Source: an optimization exercise on an open RTL-to-GDS flow (aim: small area). Production flows keep margins and buffers that such runs may drop.
Function was checked by simulation only, so behaviour that the tests miss may differ from the original.
Power and IR drop assume default switching activity.

==> inputs of run a <==
==> flow/design.v <==
`timescale 1ns / 1ps
module vgaf(
    input  clk148,
    input  rst_n,            
    input  BTNU,
    output h_sync,
    output v_sync,
    output [3:0] red,
    output [3:0] green,
    output [3:0] blue,
    output reg point_scored
);
    function [11:0] inc12;
        input [11:0] x; input cin;
        integer i; reg c;
        begin
            c = cin;
            for (i = 0; i < 12; i = i + 1) begin
                inc12[i] = x[i] ^ c;
                c = c & x[i];
            end
        end
    endfunction
    function [11:0] add12;
        input [11:0] a; input [11:0] b; input cin;
        integer i; reg c;
        begin
            c = cin;
            for (i = 0; i < 12; i = i + 1) begin
                add12[i] = a[i] ^ b[i] ^ c;
                c = (a[i] & b[i]) | (c & (a[i] ^ b[i]));
            end
        end
    endfunction
    reg [11:0] h_count;      
    reg [10:0] v_count;      
    reg [5:0]  grav_hi;      
    reg [10:0] bird_n;       
    reg [8:0]  wall_n;       
    reg        hole_hi;      
    reg [7:0]  wall_cnt;     
    reg [3:0]  jump;         
    reg        prev_BTNU;
    reg        game_over;
    wire h_end = ((h_count[11] & h_count[7] & h_count[4] & h_count[2] & h_count[1] & h_count[0]));
    wire v_end = ((v_count[10] & v_count[6] & v_count[5] & v_count[2]));
    wire v_wrap = h_end & v_end;
    wire [11:0] h_inc = inc12(h_count, 1'b1);
    wire [11:0] v_inc = inc12({1'b0, v_count}, h_end);
    always @(posedge clk148 or posedge rst_n) begin
        if (rst_n) begin
            h_count <= 0;
            v_count <= 0;
        end else begin
            h_count <= h_inc & ~{h_end, 3'b0, h_end, 2'b0, h_end, h_end, 3'b0};          
            v_count <= v_inc[10:0] & ~{v_wrap, 3'b0, v_wrap, v_wrap, 2'b0, v_wrap, 1'b0, v_wrap};  
        end
    end
    wire h_sync_w = ((h_count[11] & ~h_count[7] & ~h_count[6] & ~h_count[5] & ~h_count[4] & ~h_count[3] & ~h_count[2]) | (h_count[10] & h_count[9] & h_count[8] & h_count[7] & h_count[6] & h_count[4] & h_count[3]) | (h_count[10] & h_count[9] & h_count[8] & h_count[7] & h_count[6] & h_count[5]));
    wire v_sync_w = ((v_count[10] & v_count[6] & ~v_count[5] & ~v_count[4] & ~v_count[3] & ~v_count[2] & ~v_count[1] & ~v_count[0]) | (v_count[10] & v_count[5] & v_count[4] & v_count[3] & v_count[2]));
    assign h_sync = h_sync_w;    
    assign v_sync = v_sync_w;    
    wire jumping = jump[3] | jump[2];
    wire rising = jumping & ~(&jump);            
    wire [11:0] j_inc = inc12({8'd0, jump}, 1'b1);
    always @(posedge clk148 or posedge rst_n) begin
        if (rst_n) begin
            prev_BTNU <= 0;
            jump <= 0;
        end else begin
            prev_BTNU <= BTNU;
            if (jumping)
                jump <= j_inc[3:0];
            else if (BTNU && !prev_BTNU)
                jump <= 4'd4;
        end
    end
    wire [11:0] g_inc = inc12({6'd0, grav_hi}, &h_count[2:0]);
    always @(posedge clk148 or posedge rst_n) begin
        if (rst_n)
            grav_hi <= 0;
        else
            grav_hi <= g_inc[5:0];
    end
    wire grav = (grav_hi == 6'd15) && (h_count[2:0] == 3'd5);    
    wire rise_ok = ~((~bird_n[10] & ~bird_n[9] & bird_n[4]) | (~bird_n[10] & ~bird_n[9] & bird_n[3] & bird_n[2] & bird_n[1] & bird_n[0]));
    wire fall_ok = ~((~bird_n[10] & bird_n[7] & ~bird_n[5] & ~bird_n[2]) | (~bird_n[10] & bird_n[9] & ~bird_n[5] & ~bird_n[1] & ~bird_n[0]));
    wire cy_ge20 = ((~bird_n[4] & ~bird_n[3] & ~bird_n[2] & ~bird_n[1] & ~bird_n[0]) | (bird_n[10]) | (bird_n[7]));
    wire up   = rising & rise_ok;
    wire down = ~jumping & grav & fall_ok;
    wire [11:0] bn_next = add12({1'b0, bird_n}, {1'b0, {9{down}}, up | down, up}, 1'b0);   
    always @(posedge clk148 or posedge rst_n) begin
        if (rst_n)
            bird_n <= 11'd1798;      
        else
            bird_n <= bn_next[10:0];
    end
    localparam [7:0] W_START = 8'b00000100;
    localparam [7:0] W_LAST  = 8'b00001010;
    localparam [7:0] W_MASK  = 8'b11110101;
    wire w_last = ((wall_cnt ^ W_LAST) & W_MASK) == 8'd0;
    wire w_fb = wall_cnt[2] ^ wall_cnt[7];
    always @(posedge clk148 or posedge rst_n) begin
        if (rst_n)
            wall_cnt <= W_START;
        else
            wall_cnt <= {wall_cnt[6:4], wall_cnt[3] & ~w_last, wall_cnt[2:0], w_fb};
    end
    wire wall_zero = ((~wall_n[8] & ~wall_n[7] & ~wall_n[6] & ~wall_n[5]));
    wire hit_x = ~((~wall_n[8]) | (~wall_n[7]) | (~wall_n[6]) | (~wall_n[5] & ~wall_n[4] & ~wall_n[3]) | (wall_n[5] & wall_n[3]) | (wall_n[5] & wall_n[4]) | (~wall_n[4] & wall_n[3] & ~wall_n[2] & ~wall_n[1] & ~wall_n[0]));
    wire wrap = w_last & wall_zero;
    wire [11:0] n_inc = inc12({3'd0, wall_n}, w_last);
    always @(posedge clk148 or posedge rst_n) begin
        if (rst_n) begin
            wall_n <= 9'd32;         
            hole_hi <= 0;
        end else begin
            wall_n <= {n_inc[8:6], n_inc[5] | wrap, n_inc[4:1], n_inc[0] & ~wrap};    
            hole_hi <= hole_hi ^ wrap;
        end
    end
    always @(posedge clk148 or posedge rst_n) begin
        if (rst_n)
            point_scored <= 0;
        else
            point_scored <= wrap & ~game_over;
    end
    wire out_hole0 = ((bird_n[9] & bird_n[8]) | (bird_n[10] & ~bird_n[9] & ~bird_n[8]) | (bird_n[8] & ~bird_n[7]) | (bird_n[8] & ~bird_n[6]) | (~bird_n[8] & bird_n[7] & bird_n[6] & bird_n[5]) | (bird_n[8] & ~bird_n[5] & ~bird_n[4]) | (~bird_n[8] & bird_n[7] & bird_n[6] & bird_n[4] & bird_n[3]) | (~bird_n[8] & bird_n[7] & bird_n[6] & bird_n[4] & bird_n[2] & bird_n[1]) | (~bird_n[10] & ~bird_n[4] & ~bird_n[3] & ~bird_n[2] & ~bird_n[1] & ~bird_n[0]) | (~bird_n[8] & bird_n[7] & bird_n[6] & bird_n[4] & bird_n[2] & bird_n[0]));
    wire out_hole1 = ((bird_n[10] & ~bird_n[9] & ~bird_n[8]) | (bird_n[9] & bird_n[8]) | (~bird_n[8] & bird_n[7]) | (bird_n[9] & bird_n[5]) | (~bird_n[8] & bird_n[6]) | (bird_n[9] & bird_n[4]) | (bird_n[8] & ~bird_n[7] & ~bird_n[6] & ~bird_n[5] & ~bird_n[4] & ~bird_n[3]) | (bird_n[9] & bird_n[3] & bird_n[2] & bird_n[1]) | (bird_n[9] & bird_n[3] & bird_n[2] & bird_n[0]) | (~bird_n[10] & ~bird_n[4] & ~bird_n[3] & ~bird_n[2] & ~bird_n[1] & ~bird_n[0]));
    wire out_hole = hole_hi ? out_hole1 : out_hole0;
    always @(posedge clk148 or posedge rst_n) begin
        if (rst_n)
            game_over <= 0;
        else
            game_over <= game_over | (hit_x & out_hole);
    end
    wire vis_h = ~((h_count[11]) | (h_count[10] & h_count[9] & h_count[8] & h_count[7]));
    wire vis_v = ~((v_count[10] & v_count[5] & v_count[4] & v_count[3]) | (v_count[10] & v_count[6]));
    wire visible = vis_h & vis_v;
    wire [11:0] f12 = add12({1'b0, v_count}, {1'b0, bird_n}, 1'b0);
    wire [10:0] f = f12[10:0];
    wire bird_h = ~((~h_count[7]) | (~h_count[6] & ~h_count[5]) | (h_count[6] & h_count[5]) | (h_count[8]) | (h_count[9]) | (h_count[10]) | (~h_count[6] & ~h_count[4]) | (h_count[5] & ~h_count[3] & ~h_count[2]) | (h_count[6] & h_count[4] & h_count[3] & h_count[2]));
    wire beak_h = ~((~h_count[4]) | (~h_count[3] & ~h_count[2] & ~h_count[1]) | (~h_count[6]));
    wire bird_v = ((~f[10] & ~f[9] & ~f[8] & ~f[7] & ~f[6] & ~f[5]) | (~f[10] & ~f[9] & ~f[8] & ~f[7] & ~f[6] & ~f[4] & ~f[3]));
    wire beak_v = ((~f[4] & f[3] & f[2] & f[1] & f[0]) | (f[4] & ~f[3]) | (f[4] & ~f[2] & ~f[1] & ~f[0]));
    wire bird = cy_ge20 & bird_v & bird_h;
    wire beak = beak_v & beak_h;
    wire [11:0] s12 = add12({3'd0, h_count[10:2]}, {3'd0, wall_n}, 1'b0);
    wire [8:0] s = s12[8:0];
    wire wall_v0 = ~((~v_count[9] & v_count[8] & v_count[5] & v_count[3] & v_count[2]) | (~v_count[9] & v_count[8] & v_count[5] & v_count[4]) | (~v_count[9] & v_count[8] & v_count[6]) | (~v_count[9] & v_count[8] & v_count[7]) | (v_count[9] & ~v_count[8] & ~v_count[7] & ~v_count[6]) | (v_count[9] & ~v_count[8] & ~v_count[7] & ~v_count[5] & ~v_count[4]) | (v_count[9] & ~v_count[8] & ~v_count[7] & ~v_count[5] & ~v_count[3]) | (v_count[9] & ~v_count[8] & ~v_count[7] & ~v_count[5] & ~v_count[2] & ~v_count[1] & ~v_count[0]));
    wire wall_v1 = ~((~v_count[9] & v_count[8] & v_count[7] & v_count[6] & v_count[5] & v_count[4] & v_count[2]) | (~v_count[9] & v_count[8] & v_count[7] & v_count[6] & v_count[5] & v_count[4] & v_count[3]) | (v_count[9] & ~v_count[8]) | (v_count[9] & ~v_count[7] & ~v_count[6] & ~v_count[5]) | (v_count[9] & ~v_count[7] & ~v_count[6] & ~v_count[4] & ~v_count[3] & ~v_count[2] & ~v_count[1] & ~v_count[0]));
    wire wall_h = ((~s[8] & ~s[7] & ~s[6] & ~s[5] & ~s[4]) | (~s[8] & ~s[7] & ~s[6] & ~s[5] & ~s[3] & ~s[2]));
    wire wall_v = hole_hi ? wall_v1 : wall_v0;
    wire wall = wall_h & wall_v;
    wire live = visible & ~game_over;
    wire px_wall = live & wall;
    wire px_bird = live & bird;
    wire px_body = px_bird & ~beak;
    assign red   = {4{visible & (game_over | bird)}};
    assign green = {px_wall | px_bird, {3{px_wall | px_body}}};
    assign blue  = {4{px_wall}};
endmodule
`timescale 1ns / 1ps
module score(
    input clk148,
    input rst_n,             
    input point,
    output [3:0] an,
    output reg [6:0] seg
);
    reg [3:0] ones, tens;
    reg [16:0] refresh;      
    reg digit_sel;
    wire sat = tens[3] & tens[0] & ones[3] & ones[0];    
    wire ones9 = ones[3] & ones[0];
    wire inc_ones = point & ~sat;
    wire inc_tens = inc_ones & ones9;
    wire [3:0] ones_inc = {ones[3] ^ (inc_ones & ones[2] & ones[1] & ones[0]),
                           ones[2] ^ (inc_ones & ones[1] & ones[0]),
                           ones[1] ^ (inc_ones & ones[0]),
                           ones[0] ^ inc_ones};
    wire [3:0] tens_inc = {tens[3] ^ (inc_tens & tens[2] & tens[1] & tens[0]),
                           tens[2] ^ (inc_tens & tens[1] & tens[0]),
                           tens[1] ^ (inc_tens & tens[0]),
                           tens[0] ^ inc_tens};
    always @(posedge clk148 or posedge rst_n) begin
        if (rst_n) begin
            ones <= 0;
            tens <= 0;
        end else begin
            ones <= ones_inc & ~{inc_tens, 1'b0, inc_tens, 1'b0};    
            tens <= tens_inc;
        end
    end
    localparam [16:0] R_START = 17'b01100100110110001;
    localparam [16:0] R_LAST  = 17'b10110010011011010;
    localparam [16:0] R_MASK  = 17'b11110011111111011;
    wire r_last = ((refresh ^ R_LAST) & R_MASK) == 17'd0;
    wire r_fb = refresh[11] ^ refresh[16];
    always @(posedge clk148 or posedge rst_n) begin
        if (rst_n) begin
            refresh <= R_START;
            digit_sel <= 0;
        end else begin
            refresh <= {refresh[15:3], refresh[2] , refresh[1] & ~r_last, refresh[0], r_fb};
            digit_sel <= digit_sel ^ r_last;
        end
    end
    assign an = {2'b11, ~digit_sel, digit_sel};
    wire [3:0] digit = digit_sel ? tens : ones;
    always @(*) begin
        case (digit)
            4'd0: seg = 7'b1000000;
            4'd1: seg = 7'b1111001;
            4'd2: seg = 7'b0100100;
            4'd3: seg = 7'b0110000;
            4'd4: seg = 7'b0011001;
            4'd5: seg = 7'b0010010;
            4'd6: seg = 7'b0000010;
            4'd7: seg = 7'b1111000;
            4'd8: seg = 7'b0000000;
            4'd9: seg = 7'b0010000;
            default: seg = 7'b1111111;
        endcase
    end
endmodule
`timescale 1ns / 1ps
module top(
    input  clk,
    input  rst_n,
    input  BTNU,
    output h_sync,
    output v_sync,
    output wire [3:0] red,
    output wire [3:0] green,
    output wire [3:0] blue,
    output [3:0] an,
    output [6:0] seg
);
    wire point_scored;
    vgaf vga_inst (
        .clk148(clk),
        .rst_n(rst_n),
        .BTNU(BTNU),
        .h_sync(h_sync),
        .v_sync(v_sync),
        .red(red),
        .green(green),
        .blue(blue),
        .point_scored(point_scored)
    );
    score scor_inst (
        .clk148(clk),
        .rst_n(rst_n),
        .point(point_scored),
        .an(an),
        .seg(seg)
    );
endmodule
==> flow/run.sh <==
#!/bin/bash
# synth_recipe.tcl (not shown) runs the flow's synth.tcl, then flattens the netlist and writes it again
# the make line also repeats each setting of config.mk as NAME=value (left out here)
make -C /OpenROAD-flow-scripts/flow DESIGN_CONFIG=/design/flow/config.mk WORK_HOME=/design/flow/orfs CLKGATE_MAP_FILE= SYNTH_SCRIPT=/design/flow/synth_recipe.tcl finish
==> flow/config.mk <==
export PLATFORM = sky130hd
export DESIGN_NAME = top
export DESIGN_NICKNAME = top
export VERILOG_FILES = /design/flow/design.v
export SDC_FILE = /design/flow/constraint.sdc
export NUM_CORES = 4
export LEC_CHECK = 0
export CAP_MARGIN = 20
export CORE_MARGIN = 2
export CORE_UTILIZATION = 70
export PLACE_DENSITY = 0.8
export SLEW_MARGIN = 20
==> flow/constraint.sdc <==
create_clock -name core_clock -period 6.7 [get_ports {clk}]
set_input_delay 1.3400 -clock core_clock [delete_from_list [all_inputs] [get_ports {clk}]]
set_output_delay 1.3400 -clock core_clock [all_outputs]
set_load 0.01 [all_outputs]
==> inputs of run b, as changes to run a <==
--- a/flow/design.v
+++ b/flow/design.v
@@ -139,15 +139,23 @@
     wire visible = vis_h & vis_v;
-    wire [11:0] f12 = add12({1'b0, v_count}, {1'b0, bird_n}, 1'b0);
-    wire [10:0] f = f12[10:0];
+    wire [11:0] f12 = add12({6'd0, v_count[5:0]}, {6'd0, bird_n[5:0]}, 1'b0);
+    wire [5:0] f = f12[5:0];
+    wire [4:0] fa = v_count[10:6], fb = bird_n[10:6];
+    wire f_hi31 = &(fa ^ fb);
+    wire f_hi0 = ~(fa[0] ^ fb[0]) & ((fa[4:1] ^ fb[4:1]) == (fa[3:0] | fb[3:0]));
+    wire f_hi_zero = f12[6] ? f_hi31 : f_hi0;
     wire bird_h = ~((~h_count[7]) | (~h_count[6] & ~h_count[5]) | (h_count[6] & h_count[5]) | (h_count[8]) | (h_count[9]) | (h_count[10]) | (~h_count[6] & ~h_count[4]) | (h_count[5] & ~h_count[3] & ~h_count[2]) | (h_count[6] & h_count[4] & h_count[3] & h_count[2]));
     wire beak_h = ~((~h_count[4]) | (~h_count[3] & ~h_count[2] & ~h_count[1]) | (~h_count[6]));
-    wire bird_v = ((~f[10] & ~f[9] & ~f[8] & ~f[7] & ~f[6] & ~f[5]) | (~f[10] & ~f[9] & ~f[8] & ~f[7] & ~f[6] & ~f[4] & ~f[3]));
-    wire beak_v = ((~f[4] & f[3] & f[2] & f[1] & f[0]) | (f[4] & ~f[3]) | (f[4] & ~f[2] & ~f[1] & ~f[0]));
+    wire bird_v = f_hi_zero & (~f[5] | (~f[4] & ~f[3]));
+    wire beak_v = (~f[4] & f[3] & f[2] & f[1] & f[0]) | (f[4] & ~f[3]) | (f[4] & ~f[2] & ~f[1] & ~f[0]);    
     wire bird = cy_ge20 & bird_v & bird_h;
     wire beak = beak_v & beak_h;
-    wire [11:0] s12 = add12({3'd0, h_count[10:2]}, {3'd0, wall_n}, 1'b0);
-    wire [8:0] s = s12[8:0];
+    wire [11:0] s12 = add12({7'd0, h_count[6:2]}, {7'd0, wall_n[4:0]}, 1'b0);
+    wire [4:0] s = s12[4:0];
+    wire [3:0] sa = h_count[10:7], sb = wall_n[8:5];
+    wire s_hi15 = &(sa ^ sb);
+    wire s_hi0 = ~(sa[0] ^ sb[0]) & ((sa[3:1] ^ sb[3:1]) == (sa[2:0] | sb[2:0]));
+    wire s_hi_zero = s12[5] ? s_hi15 : s_hi0;
     wire wall_v0 = ~((~v_count[9] & v_count[8] & v_count[5] & v_count[3] & v_count[2]) | (~v_count[9] & v_count[8] & v_count[5] & v_count[4]) | (~v_count[9] & v_count[8] & v_count[6]) | (~v_count[9] & v_count[8] & v_count[7]) | (v_count[9] & ~v_count[8] & ~v_count[7] & ~v_count[6]) | (v_count[9] & ~v_count[8] & ~v_count[7] & ~v_count[5] & ~v_count[4]) | (v_count[9] & ~v_count[8] & ~v_count[7] & ~v_count[5] & ~v_count[3]) | (v_count[9] & ~v_count[8] & ~v_count[7] & ~v_count[5] & ~v_count[2] & ~v_count[1] & ~v_count[0]));
     wire wall_v1 = ~((~v_count[9] & v_count[8] & v_count[7] & v_count[6] & v_count[5] & v_count[4] & v_count[2]) | (~v_count[9] & v_count[8] & v_count[7] & v_count[6] & v_count[5] & v_count[4] & v_count[3]) | (v_count[9] & ~v_count[8]) | (v_count[9] & ~v_count[7] & ~v_count[6] & ~v_count[5]) | (v_count[9] & ~v_count[7] & ~v_count[6] & ~v_count[4] & ~v_count[3] & ~v_count[2] & ~v_count[1] & ~v_count[0]));
-    wire wall_h = ((~s[8] & ~s[7] & ~s[6] & ~s[5] & ~s[4]) | (~s[8] & ~s[7] & ~s[6] & ~s[5] & ~s[3] & ~s[2]));
+    wire wall_h = s_hi_zero & (~s[4] | (~s[3] & ~s[2]));
     wire wall_v = hole_hi ? wall_v1 : wall_v0;
@@ -168,3 +176,3 @@
     output [3:0] an,
-    output reg [6:0] seg
+    output [6:0] seg
 );
@@ -173,21 +181,30 @@
     reg digit_sel;
-    wire sat = tens[3] & tens[0] & ones[3] & ones[0];    
-    wire ones9 = ones[3] & ones[0];
+    wire [3:0] digit = digit_sel ? tens : ones;
+    wire ones_t0 = ~(1'b0);
+    wire ones_t1 = ((~ones[3] & ones[0]));
+    wire ones_t2 = ((ones[1] & ones[0]));
+    wire ones_t3 = ((ones[3] & ones[0]) | (ones[2] & ones[1] & ones[0]));
+    wire ones_9 = ((ones[3] & ones[0]));
+    wire tens_t0 = ~(1'b0);
+    wire tens_t1 = ((~tens[3] & tens[0]));
+    wire tens_t2 = ((tens[1] & tens[0]));
+    wire tens_t3 = ((tens[3] & tens[0]) | (tens[2] & tens[1] & tens[0]));
+    wire tens_9 = ((tens[3] & tens[0]));
+    wire seg_0 = ((~digit[3] & ~digit[2] & ~digit[1] & digit[0]) | (digit[2] & ~digit[1] & ~digit[0]));
+    wire seg_1 = ((digit[2] & ~digit[1] & digit[0]) | (digit[2] & digit[1] & ~digit[0]));
+    wire seg_2 = ((~digit[2] & digit[1] & ~digit[0]));
+    wire seg_3 = ((~digit[3] & ~digit[2] & ~digit[1] & digit[0]) | (digit[2] & ~digit[1] & ~digit[0]) | (digit[2] & digit[1] & digit[0]));
+    wire seg_4 = ((digit[0]) | (digit[2] & ~digit[1]));
+    wire seg_5 = ((~digit[3] & ~digit[2] & digit[0]) | (~digit[2] & digit[1]) | (digit[1] & digit[0]));
+    wire seg_6 = ((~digit[3] & ~digit[2] & ~digit[1]) | (digit[2] & digit[1] & digit[0]));
+    wire sat = tens_9 & ones_9;                  
     wire inc_ones = point & ~sat;
-    wire inc_tens = inc_ones & ones9;
-    wire [3:0] ones_inc = {ones[3] ^ (inc_ones & ones[2] & ones[1] & ones[0]),
-                           ones[2] ^ (inc_ones & ones[1] & ones[0]),
-                           ones[1] ^ (inc_ones & ones[0]),
-                           ones[0] ^ inc_ones};
-    wire [3:0] tens_inc = {tens[3] ^ (inc_tens & tens[2] & tens[1] & tens[0]),
-                           tens[2] ^ (inc_tens & tens[1] & tens[0]),
-                           tens[1] ^ (inc_tens & tens[0]),
-                           tens[0] ^ inc_tens};
-    always @(posedge clk148 or posedge rst_n) begin
-        if (rst_n) begin
-            ones <= 0;
-            tens <= 0;
-        end else begin
-            ones <= ones_inc & ~{inc_tens, 1'b0, inc_tens, 1'b0};    
-            tens <= tens_inc;
+    wire inc_tens = inc_ones & ones_9;
+    always @(posedge clk148 or posedge rst_n) begin
+        if (rst_n) begin
+            ones <= 4'd0;
+            tens <= 4'd0;
+        end else begin
+            ones <= ones ^ ({4{inc_ones}} & {ones_t3, ones_t2, ones_t1, ones_t0});
+            tens <= tens ^ ({4{inc_tens}} & {tens_t3, tens_t2, tens_t1, tens_t0});
         end
@@ -204,3 +221,3 @@
         end else begin
-            refresh <= {refresh[15:3], refresh[2] , refresh[1] & ~r_last, refresh[0], r_fb};
+            refresh <= {refresh[15:2], refresh[1] & ~r_last, refresh[0], r_fb};
             digit_sel <= digit_sel ^ r_last;
@@ -209,18 +226,3 @@
     assign an = {2'b11, ~digit_sel, digit_sel};
-    wire [3:0] digit = digit_sel ? tens : ones;
-    always @(*) begin
-        case (digit)
-            4'd0: seg = 7'b1000000;
-            4'd1: seg = 7'b1111001;
-            4'd2: seg = 7'b0100100;
-            4'd3: seg = 7'b0110000;
-            4'd4: seg = 7'b0011001;
-            4'd5: seg = 7'b0010010;
-            4'd6: seg = 7'b0000010;
-            4'd7: seg = 7'b1111000;
-            4'd8: seg = 7'b0000000;
-            4'd9: seg = 7'b0010000;
-            default: seg = 7'b1111111;
-        endcase
-    end
+    assign seg = {seg_6, seg_5, seg_4, seg_3, seg_2, seg_1, seg_0};
 endmodule
==> flow/flow/run.sh (new file) <==
#!/bin/bash
# Own layout flow: the standard flow (standard.sh), with the smallest
# buffer on the ports and no dummy clock loads in CTS.
set -e
export BUFFER_PORTS_ARGS="-buffer_cell sky130_fd_sc_hd__buf_1"
export CTS_ARGS="-sink_clustering_enable -repair_clock_nets -dont_use_dummy_load -sink_clustering_size 100 -sink_clustering_max_diameter 500 -buf_list {sky130_fd_sc_hd__clkbuf_4 sky130_fd_sc_hd__clkbuf_8 sky130_fd_sc_hd__clkbuf_16}"
bash standard.sh > standard.log 2>&1
==> flow/standard.sh (new file) <==
#!/bin/bash
# synth_recipe.tcl (not shown) runs the flow's synth.tcl, then flattens the netlist and writes it again
# the make line also repeats each setting of config.mk as NAME=value (left out here)
make -C /OpenROAD-flow-scripts/flow DESIGN_CONFIG=/design/flow/config.mk WORK_HOME=/design/flow/orfs CLKGATE_MAP_FILE= SYNTH_SCRIPT=/design/flow/synth_recipe.tcl "${@:-finish}"
removed: flow/run.sh
==> inputs of run c, as changes to run a <==
--- a/flow/config.mk
+++ b/flow/config.mk
@@ -10,2 +10,4 @@
 export CORE_UTILIZATION = 70
+export CTS_CLUSTER_DIAMETER = 200
+export CTS_CLUSTER_SIZE = 100
 export PLACE_DENSITY = 0.8
==> run notes <==
- Run b passed the timing, DRC and antenna checks. Run c produced a layout that fails on negative setup slack. Run a produced a layout that fails on negative setup slack.
- Total power: run c is higher than run b (11%).
- In die area, run a and run c do not differ.
- Between run c and run b, the lower cell area is in run b (gap 7.3%, measured against run b).
- Of run a and run b, run a has the higher core utilization (gap 5.4 points).
- Against run a, the clock-buffer cell count of run b is lower by 1.
- Of run c and run b, run c has the higher clock power (gap about 34%, measured against run b).
- Sequential power is about the same in run a and run b.

-- what the ideal ports hide --
No port has a modelled driver above. Below, the same layouts with a new extraction and two added sets of constraints. Step 1 sets driving cells, clkbuf_16 on the clock port and buf_2 on the other inputs (assumed; they add their load-dependent delay and slew). Step 2 also shifts input and output timing later by t, the mid clock arrival at the registers, as if the neighbouring blocks saw the same clock. a / b / c = ideal ports / drivers / drivers and shift; a / b = the first two.
run	shift t [ns]	setup slack, ns	worst setup path at the end	latest minus earliest clock arrival (ns)
run a	0.391	-0.111 / -0.142 / 0.249	register to output	0.009 / 0.008
run b	0.381	1.334 / 1.304 / 1.539	register to register	0.040 / 0.040
run c	0.391	-0.111 / -0.142 / 0.249	register to output	0.009 / 0.008
